From an optimization exercise on the open Yosys and OpenROAD flow, aimed at small area, a short achievable clock period and few clock cycles; shortcuts taken in it are not production practice. Function was not checked in any run shown here: the RTL went through the layout flow alone. Power is estimated from default activity; no workload was simulated.

==> design.v <==
`timescale 1ns / 1ps
module seq_core(
    input              rst,    
    input              clk,
    output reg [(10)-1:0] pc,
    input  [(16)-1:0] instruction,
    output             read,
    output             write,
    output [(10)-1:0] address,
    input  [(32)-1:0] data_in,
    output [(32)-1:0] data_out,
    output             halted
);
reg [31:0] rf [0:7];
reg [7:0]  rvalid;
reg [15:0] ir;
reg [9:0]  ir_pc;
reg        e_valid;
reg        e_pred;
reg [7:0]  a_sel, b_sel;    
reg [7:0]  wen;             
reg        e_store, e_load, e_halt;
wire [6:0] f_op = instruction[15:9];
wire f_load  = (f_op[6:2] == 5'b00111);
wire f_loadc = (f_op[6:2] == 5'b01000);
wire f_store = (f_op[6:2] == 5'b01001);
wire f_alu   = (f_op >= 7'd1) && (f_op <= 7'd10);
wire f_shift = (f_op >= 7'd11) && (f_op <= 7'd13);
wire f_jmp   = (f_op[6:3] == 4'b0101);
wire f_jc    = (f_op[6:3] == 4'b0111);
wire f_halt  = (f_op == 7'h7f);
reg [2:0] f_aidx;
always @(*) begin
    if (f_load)                f_aidx = instruction[2:0];
    else if (f_loadc | f_store) f_aidx = instruction[10:8];
    else if (f_alu)            f_aidx = instruction[5:3];
    else                       f_aidx = instruction[8:6];
end
wire [2:0] f_didx = (f_alu | f_shift) ? instruction[8:6] : instruction[10:8];
wire       f_we   = f_alu | f_shift | f_load | f_loadc;
wire [7:0] f_a1h = 8'd1 << f_aidx;
wire [7:0] f_b1h = 8'd1 << instruction[2:0];
wire [7:0] f_d1h = 8'd1 << f_didx;
wire [7:0] rvalid_next = rvalid | wen;
reg [9:0] f_tgt;
integer k;
always @(*) begin
    f_tgt = 10'd0;
    for (k = 0; k < 8; k = k + 1)
        f_tgt = f_tgt | ({10{f_b1h[k] & rvalid[k]}} & rf[k][9:0]);
end
wire f_hazard = |(f_b1h & wen);
wire f_pred   = (f_jmp | (f_jc & instruction[9] & ~instruction[11])) & ~f_hazard;
reg [31:0] A, B;
always @(*) begin
    A = 32'd0;
    B = 32'd0;
    for (k = 0; k < 8; k = k + 1) begin
        A = A | ({32{a_sel[k]}} & rf[k]);
        B = B | ({32{b_sel[k]}} & rf[k]);
    end
end
wire [6:0] e_op = ir[15:9];
wire e_arith = (e_op >= 7'd1) && (e_op <= 7'd4);
wire e_logic = (e_op >= 7'd5) && (e_op <= 7'd10);
wire e_shift = (e_op >= 7'd11) && (e_op <= 7'd13);
wire e_loadc = (e_op[6:2] == 5'b01000);
wire e_jmp   = (e_op[6:3] == 4'b0101);
wire e_jmpr  = (e_op[6:3] == 4'b0110);
wire e_jc    = (e_op[6:3] == 4'b0111);
wire e_jrc   = (e_op[6:3] == 4'b1000);
wire        sub = (e_op == 7'd3) || (e_op == 7'd4);
wire [31:0] sum = A + (B ^ {32{sub}}) + {31'd0, sub};
reg [31:0] lres;
always @(*) begin
    case (e_op)
        7'd5, 7'd8:  lres = A & B;
        7'd6, 7'd9:  lres = A | B;
        default:     lres = A ^ B;
    endcase
    if (e_op == 7'd8 || e_op == 7'd9 || e_op == 7'd10) lres = ~lres;
end
wire        sh_left  = (e_op == 7'd13);
wire        sh_fill  = (e_op == 7'd12) & A[31];
reg  [31:0] sh_in;
always @(*) for (k = 0; k < 32; k = k + 1) sh_in[k] = sh_left ? A[31-k] : A[k];
wire [63:0] sh_ext = {{32{sh_fill}}, sh_in};
wire [31:0] sh_r   = ir[5] ? {32{sh_fill}} : sh_ext[ir[4:0] +: 32];
reg  [31:0] sres;
always @(*) for (k = 0; k < 32; k = k + 1) sres[k] = sh_left ? sh_r[31-k] : sh_r[k];
reg [31:0] result;
always @(*) begin
    if (e_load)       result = data_in;
    else if (e_loadc) result = {A[23:0], ir[7:0]};
    else if (e_shift) result = sres;
    else if (e_logic) result = lres;
    else              result = sum;
end
reg cond;
always @(*) begin
    case (ir[11:9])
        3'b000:  cond = A[31];
        3'b001:  cond = ~A[31];
        3'b010:  cond = (A == 32'd0);
        3'b011:  cond = (A != 32'd0);
        default: cond = 1'b0;
    endcase
end
wire       taken    = e_jmp | e_jmpr | ((e_jc | e_jrc) & cond);
wire       redirect = e_valid & (taken ^ e_pred);
wire       e_rel    = e_jmpr | e_jrc;
wire [9:0] e_inc    = ir_pc + ((taken & e_rel) ? {4'd0, ir[5:0]} : 10'd1);
wire [9:0] r_tgt    = (taken & ~e_rel) ? B[9:0] : e_inc;
assign read     = e_load;
assign write    = e_store;
assign address  = A[9:0];
assign data_out = B;
assign halted   = e_halt;
always @(posedge clk) begin
    for (k = 0; k < 8; k = k + 1)
        if (wen[k]) rf[k] <= result;
end
always @(posedge clk) begin
    ir    <= instruction;
    ir_pc <= pc;
    a_sel <= f_a1h & rvalid_next;
    b_sel <= f_b1h & rvalid_next;
    if (1'b0 == rst) begin
        pc      <= 10'd0;
        rvalid  <= 8'd0;
        e_valid <= 1'b0;
        e_pred  <= 1'b0;
        wen     <= 8'd0;
        e_store <= 1'b0;
        e_load  <= 1'b0;
        e_halt  <= 1'b0;
    end else begin
        rvalid  <= rvalid_next;
        e_valid <= ~redirect;
        e_pred  <= f_pred;
        wen     <= (f_we & ~redirect) ? f_d1h : 8'd0;
        e_store <= f_store & ~redirect;
        e_load  <= f_load & ~redirect;
        e_halt  <= f_halt & ~redirect;
        if (redirect)    pc <= r_tgt;
        else if (f_halt) pc <= pc;
        else if (f_pred) pc <= f_tgt;
        else             pc <= pc + 10'd1;
    end
end
endmodule
==> run.sh <==
#!/bin/bash
# synth_recipe.tcl (not shown) runs the flow's synth.tcl, then flattens the netlist and writes it again
# the make line also repeats each setting of config.mk as NAME=value (left out here)
make -C /OpenROAD-flow-scripts/flow DESIGN_CONFIG=/design/flow/config.mk WORK_HOME=/design/flow/orfs CLKGATE_MAP_FILE= SYNTH_SCRIPT=/design/flow/synth_recipe.tcl finish
==> config.mk <==
export PLATFORM = sky130hd
export DESIGN_NAME = seq_core
export DESIGN_NICKNAME = seq_core
export VERILOG_FILES = /design/flow/design.v
export SDC_FILE = /design/flow/constraint.sdc
export NUM_CORES = 4
export LEC_CHECK = 0
export CAP_MARGIN = 20
export CORE_MARGIN = 2
export CORE_UTILIZATION = 40
export PLACE_DENSITY = 0.6
export SLEW_MARGIN = 20
==> constraint.sdc <==
create_clock -name core_clock -period 8.5 [get_ports {clk}]
set_input_delay 1.7000 -clock core_clock [delete_from_list [all_inputs] [get_ports {clk}]]
set_output_delay 1.7000 -clock core_clock [all_outputs]
set_load 0.01 [all_outputs]
==> results of run 1 <==
-- per-layer routing --
layer  share of wire (%)  GRT usage [%]  wire (um)  vias to the layer above
met5                   0              0          0                        -
met4                 6.0           15.8       5480                        0
met3                  12           7.73      11400                      331
met2                  43           49.1      39800                     1586
met1                  38           41.9      35000                     9666
li1                    -              -          -                     8341
-- flip-flops by register name (all words and copies together) (netlist names) --
name and flops:
e_valid 1, ir 15, rf 256, b_sel 8, rvalid 8, e_store 1
ir_pc 10, wen 8, e_load 1, e_halt 1, pc 10, e_pred 1
a_sel 8
-- path summary, 6_finish.rpt --
check,startpoint,endpoint,slack (ps),cells past startpoint
min reg2reg,pc[7]$_SDFFE_PN0N_,ir_pc[7]$_DFF_P_,420,0
max reg2reg,b_sel[3]$_DFF_P_,rf[1][30]$_DFFE_PP_,2230,15
min,pc[7]$_SDFFE_PN0N_,ir_pc[7]$_DFF_P_,420,0
max,b_sel[3]$_DFF_P_,rf[1][30]$_DFFE_PP_,2230,15
-- cells in the mapped netlist (all sizes together) (20+ instances only) --
cell	number
dfxtp	72
xor2	27
o21ai	95
nor2	163
a221oi	63
nor3	34
inv	90
clkbuf	98
nand4	60
ha	101
edfxtp	256
a21oi	95
xnor2	69
nand3	38
o22ai	20
a22oi	290
mux4	38
nand2	114
buf	46
mux2i	36
-- cell families (layout without fill, tap and decap cells) --
family | after synthesis | count (layout)
adder cells (fa/ha/maj) | 103 | 103
multiplexers | 88 | 88
buffers and inverters | 236 | 315
AO/OA/AOI/OAI | 715 | 715
flip-flops | 328 | 328
XOR/XNOR | 96 | 96
AND/OR/NAND/NOR | 520 | 520
-- power breakdown --
group          switching (mW)  internal, mW
Clock                   0.597         0.795
Combinational           0.385         0.199
Sequential             0.0377          1.80
-- layout make-up --
cell class	instances	area (sq um)	area share, %
Multi-Input combinational cell	1522	11400	46.8
Clock buffer	38	843	3.48
Timing Repair Buffer	168	1520	6.27
Sequential cell	328	9140	37.7
Tap cell	688	861	3.55
Inverter	92	345	1.42
Clock inverter	17	184	0.758
-- stage by stage --
stage	instances	util, %	area (sq um)	worst slack, ps	hold WS [ps]
6_report	2853	46.0	24300	2230	421
5_1_grt	2853	46.0	24300	2080	433
4_1_cts	2853	45.9	24200	2480	429
3_5_place_dp	2798	44.0	23200	2540	420
3_3_place_gp	2798	44.0	23200	2670	415
2_1_floorplan	2086	-	21400	3890	401
==> results.json, run 1 <==
{
  "antennaDiodeCount": 0,
  "yosys.area_share.adder_pct": 6.10,
  "grt_pass1_vias": 18800,
  "post_cts_buffers": 0,
  "fin_skew_ps": 21.3,
  "die_x_um": 235,
  "final_cell_mix": "a22oi_1 (287), edfxtp_1 (256), nor2_1 (162)",
  "post-dp-hpwl_um": 63000,
  "synth-simple-area-share_pct": 12.6,
  "drt_iter0_markers": 3502,
  "yosys.area.top_type_share_pct": 35.9,
  "detail-route-antenna-nets": 0,
  "max_slew.worst_pin.slew_ps": 1240,
  "globalRouteTotalUtil_pct": 31.8,
  "synthMuxAreaShare_pct": 6.42,
  "cts.sinks": 328,
  "path_buf_inv": 1,
  "layout_commonest_cell": "a22oi_1",
  "synthXorXnorAreaFrac_pct": 3.93,
  "slowest_stage": "a221oi_1",
  "ys_seq_area_share_pct": 42.7,
  "slew_viol_final": 0,
  "fin_crit_ps": 6270,
  "powerDensity_nw_per_um2": 157,
  "max-slew-margin-rel_pct": 16.8,
  "core.rowCount": 84,
  "clockRootBuffer": "clkbuf_16",
  "syn_nets": 2239,
  "grt_pass1_wl_um": 131000,
  "cts_resized": 0,
  "clk_latency_ps": 590,
  "async_flop_share_pct": 0,
  "vdd_drop_max_mv": 0.178,
  "io_buffers": 104,
  "routed_wl_um": 91800,
  "cp_max_fo": 19,
  "syn_inst": 2086,
  "ys_ff_latch": 328,
  "coreArea_sq_um": 52800,
  "initial_core_util_pct": 40.5,
  "finalPower_mw": 3.81,
  "slowest_delay_ps": 810,
  "hold_viol": 0,
  "cp-end-kind": "register",
  "yosys.area.top_type": "edfxtp_1",
  "synth_top_family_by_area": "compound AO/OA/AOI/OAI gates",
  "tritoncts": "done",
  "synth-edff-count": 256,
  "cp_top_family": "compound AO/OA/AOI/OAI gates",
  "fin_crit_sh_pct": 73.8,
  "num_vias": 19900,
  "cap_viol_max_count": 0,
  "start_kind": "register",
  "synth-compound-area-share_pct": 23.7,
  "setup-violations-final": 0,
  "fillers": 4827,
  "ios": 105,
  "ys_warn_count": 2,
  "path_cells": "buf_4 -> a22oi_1 -> nand4_1 -> xnor2_1 -> ha_1 -> a21oi_1 -> nand3b_1 -> o2111a_1 -> a31oi_1 -> o211ai_1 -> a311oi_1 -> o311ai_1 -> nor2_1 -> a2111oi_1 -> a221oi_1",
  "syn_area_sq_um": 21400,
  "cts-hold-fix-buffers": 0,
  "cp.arrival_ps": 6540,
  "setup_tns_ps": 0,
  "place.gp.congestion": 1.05,
  "die_area_sq_um": 55300,
  "hold_class": "register to register",
  "die_h_um": 235,
  "cp.required_ps": 8770,
  "routedWlPerCell_um": 32.2,
  "grt_overflow": 0,
  "synth_area_per_cell_sq_um": 10.3,
  "drt-vias-per-instance": 6.98,
  "area_delta_synth_final_pct": 13.4,
  "cts_inserted_buffers": 30,
  "cts_buffer_depth": 3,
  "drive_above_1_share_pct": 10.3,
  "p_leak_nw": 8.35,
  "antenna_found_initial": 1,
  "status": "finished clean",
  "yosysUniqueCellTypes": 85,
  "synth.area.top_cells": "edfxtp_1 (36%), a22oi_1 (10%), dfxtp_1 (6.7%)",
  "synthFlopType": "edfxtp_1",
  "clk_pin_slew_ps": 70,
  "layout.nets": 2295,
  "fmax_mhz": 159,
  "drc": 0,
  "grt_max_degree": 44,
  "rsz0062_at_grt": "no",
  "drt_first_pass_iters": 7,
  "criticalPathCategory": "register to register",
  "h-tree-depth": 1
}
==> run 2, diff against run 1 <==
--- a/config.mk
+++ b/config.mk
@@ -6,7 +6,9 @@
 export NUM_CORES = 4
 export LEC_CHECK = 0
+export ABC_CLOCK_PERIOD_IN_PS = 3000
 export CAP_MARGIN = 20
 export CORE_MARGIN = 2
 export CORE_UTILIZATION = 40
 export PLACE_DENSITY = 0.6
+export SETUP_SLACK_MARGIN = 5
 export SLEW_MARGIN = 20
==> results.json, run 2 <==
{
  "status": "finished clean",
  "wl_met1_um": 37600,
  "clockPowerShare_pct": 36.8,
  "synthFlopType": "edfxtp_1",
  "syn_inst": 2086,
  "fin_ws_ps": 3920,
  "setup_tns_ps": 0,
  "synth_area_per_cell_sq_um": 10.3,
  "switchingPower_mw": 1.19,
  "slowest_delay_ps": 420,
  "cts_buffer_depth": 3,
  "slowest_stage": "dfxtp_4",
  "cp-end-kind": "register",
  "criticalPathCategory": "register to register",
  "final_cell_mix": "buf_4 (266), edfxtp_1 (256), nor2_1 (152)",
  "synth.area.top_cells": "edfxtp_1 (36%), a22oi_1 (10%), dfxtp_1 (6.7%)",
  "detail-route-antenna-nets": 0,
  "async_flop_share_pct": 0,
  "coreArea_sq_um": 52800,
  "finalPower_mw": 4.20,
  "slew_viol_final": 0,
  "p_leak_nw": 11.2,
  "drive_above_1_share_pct": 40.5,
  "core.rowCount": 84,
  "yosysMostFrequentCell": "a22oi_1",
  "hold_class": "register to register",
  "ios": 105,
  "dpl-instance-area_sq_um": 23300,
  "fillers": 4157,
  "fin_crit_sh_pct": 53.8,
  "setup-violations-final": 0,
  "num_vias": 23000,
  "grt_pass1_vias": 21600,
  "place.gp.congestion": 1.04,
  "placed_cells": 2786,
  "clk_latency_ps": 550,
  "synth-edff-count": 256,
  "fmax_mhz": 219,
  "drt-vias-per-instance": 7.14,
  "syn_area_sq_um": 21400,
  "routedWlPerCell_um": 34.4,
  "hold_viol": 0,
  "ys_warn_count": 2,
  "post-dp-hpwl_um": 61600,
  "h-tree-depth": 2,
  "grt_overflow": 0,
  "yosysUniqueCellTypes": 85,
  "die_x_um": 235,
  "internal_power_mw": 3.01,
  "initial_core_util_pct": 40.5,
  "yosys.area.top_type": "edfxtp_1",
  "cp.arrival_ps": 4990,
  "layout.nets": 2656,
  "routed_wl_um": 111000,
  "cp_max_fo": 8,
  "drt_first_pass_iters": 9,
  "tritoncts": "done",
  "max-slew-margin-rel_pct": 15.3,
  "clk_pin_slew_ps": 60,
  "cap_viol_max_count": 0,
  "max_slew.worst_pin.slew_ps": 1270,
  "p_seq_share_pct": 43.6,
  "die_h_um": 235,
  "path_cells": "buf_12 -> a22oi_2 -> and4_4 -> clkinvlp_4 -> nor4_4 -> nand4_1 -> or3_4 -> nand3_4 -> a32oi_4 -> or3_1 -> ha_2 -> fa_2 -> a21oi_2 -> o21bai_1 -> a21o_1 -> a21oi_2 -> xor2_1 -> nor2_1 -> a21oi_1 -> a21oi_1",
  "multi_input_area_sq_um": 13700,
  "fin_crit_ps": 4580,
  "yosys.area.top_type_share_pct": 35.9,
  "grt_pass1_wl_um": 153000,
  "start_kind": "register",
  "die_area_sq_um": 55300,
  "met2_wirelength_um": 47000,
  "cp.required_ps": 8920,
  "stdcell_area_sq_um": 31000,
  "instances_no_fill": 3219,
  "cts.sinks": 328,
  "largest-register": "rf",
  "synth_common_cells": "a22oi_1 (287), edfxtp_1 (256), nor2_1 (163), nand2_1 (114), ha_1 (101)",
  "powerDensity_nw_per_um2": 136,
  "cp_top_family": "simple AND/OR/NAND/NOR gates",
  "cts_inserted_buffers": 34,
  "drc": 0,
  "final-seq-area_sq_um": 9230,
  "rsz0062_at_grt": "yes",
  "layout_commonest_cell": "buf_4",
  "top_layer_used": "met5",
  "ys_seq_area_share_pct": 42.7,
  "io_buffers": 104,
  "drt_iter0_markers": 4073,
  "post-place-ws_ps": 3230,
  "p_comb_share_pct": 19.6,
  "largest_reg_flops": 256,
  "vdd_drop_max_mv": 0.123,
  "globalRouteTotalUtil_pct": 37.6,
  "fin_skew_ps": 32.8,
  "grt_max_degree": 35,
  "ys_ff_latch": 328,
  "wl_met3_um": 16200,
  "path_buf_inv": 2,
  "area_delta_synth_final_pct": 45.0,
  "swShare_pct": 28.3,
  "antenna_found_initial": 3,
  "largestRegisters": "rf (256), ir (15)",
  "clockRootBuffer": "clkbuf_16",
  "syn_nets": 2239
}
[run 2: cell counts after synthesis]
No cell type changed its count.
[run 2: final timing paths]
| kind | startpoint | end | slack (ps) | depth (start not counted) |
|---|---|---|---|---|
| max | a_sel[4]$_DFF_P_ | pc[6]$_SDFFE_PN0N_ | 3920 | 20 |
| min reg2reg | pc[9]$_SDFFE_PN0N_ | ir_pc[9]$_DFF_P_ | 410 | 0 |
| min | pc[9]$_SDFFE_PN0N_ | ir_pc[9]$_DFF_P_ | 410 | 0 |
| max reg2reg | a_sel[4]$_DFF_P_ | pc[6]$_SDFFE_PN0N_ | 3920 | 20 |
[run 2: per-stage QoR]
stage	hold slack [ps]	util (%)
final	415	58.8
after detailed placement	406	44.2
after global routing	424	58.8
after floorplan	401	-
after global placement	409	44.2
after CTS	415	55.8
[run 2: worst reg2reg max path, delay by kind of cell (launching register included)]
kind,cells,cell delay (ps)
AOI/OAI and AO/OA,8,1190
xor gates and xnor gates,1,170
adders and majority gates,2,560
buffers and inverters,2,470
DFF,1,420
and+or+nand+nor,7,1650
[run 2: metal layers]
metal,up-vias,global-route usage [%]
li1,9102,-
met1,11100,45.8
met5,-,0
met3,622,12.2
met2,2135,56.8
met4,2,25.5
[run 2: cells by family (layout without fill, tap and decap cells)]
kind of cell,Yosys count,in the layout,share of synthesized area (%)
other,0,2,0
adders and majority gates,103,103,6.10
buffers and inverters,236,678,4.55
xor gates and xnor gates,96,96,3.93
muxes,88,88,6.42
AOI/OAI and AO/OA,715,715,23.7
and+or+nand+nor,520,521,12.6
DFF,328,328,42.7
[run 2: layout make-up]
type	instances	share of cell area, %
multi-input combinational	1523	44.2
tap	688	2.78
inverter	92	1.32
sequential	328	29.8
antenna	2	0.0161
timing repair buffer	524	18.3
clock inverter	20	0.694
clock buffer	42	3.01
[run 2: repair_timing]
action                                  in CTS  in global routing
cloned                                      18                  3
hold buffers                                 0                  0
resized for setup                          675                191
pin swaps                                  130                116
buffers inserted                           271                 77
endpoints found under the setup margin     329                328
[run 2: power by group through the flow]
stage | logic, mW | clock network, mW | registers (mW)
floorplan | 0.331 | 0 | 1.86
global placement | 0.550 | 0 | 1.87
detailed placement | 0.553 | 0 | 1.87
CTS | 0.726 | 1.54 | 1.83
global route | 0.847 | 1.61 | 1.83
finish | 0.822 | 1.55 | 1.83

static timing again, ports no longer ideal:
The results above use ideal ports. As a check the final layouts listed here were re-extracted and re-timed, cells and wires unchanged. Step 1 sets driving cells, clkbuf_16 on the clock port and buf_2 on the other inputs (assumed; they add their load-dependent delay and slew). Step 2 moves the port delays by t, midway between the first and last clock arrival at a register: inputs arrive t later, outputs are due t later. That takes back most of the time a late clock gives input paths. Three values: ideal, step 1, step 2; two values: the first two.
run	t (ns)	setup WS [ns]	clock arrival spread, ns
run 1	0.635	2.226 / 2.226 / 2.226	0.022 / 0.021
run 2	0.591	3.925 / 3.925 / 3.915	0.033 / 0.033
After both steps setup and hold are still met in every run listed. The setup slack of run 2, which loses most, moves by 0.000 ns with the drivers and by -0.010 ns with both steps.
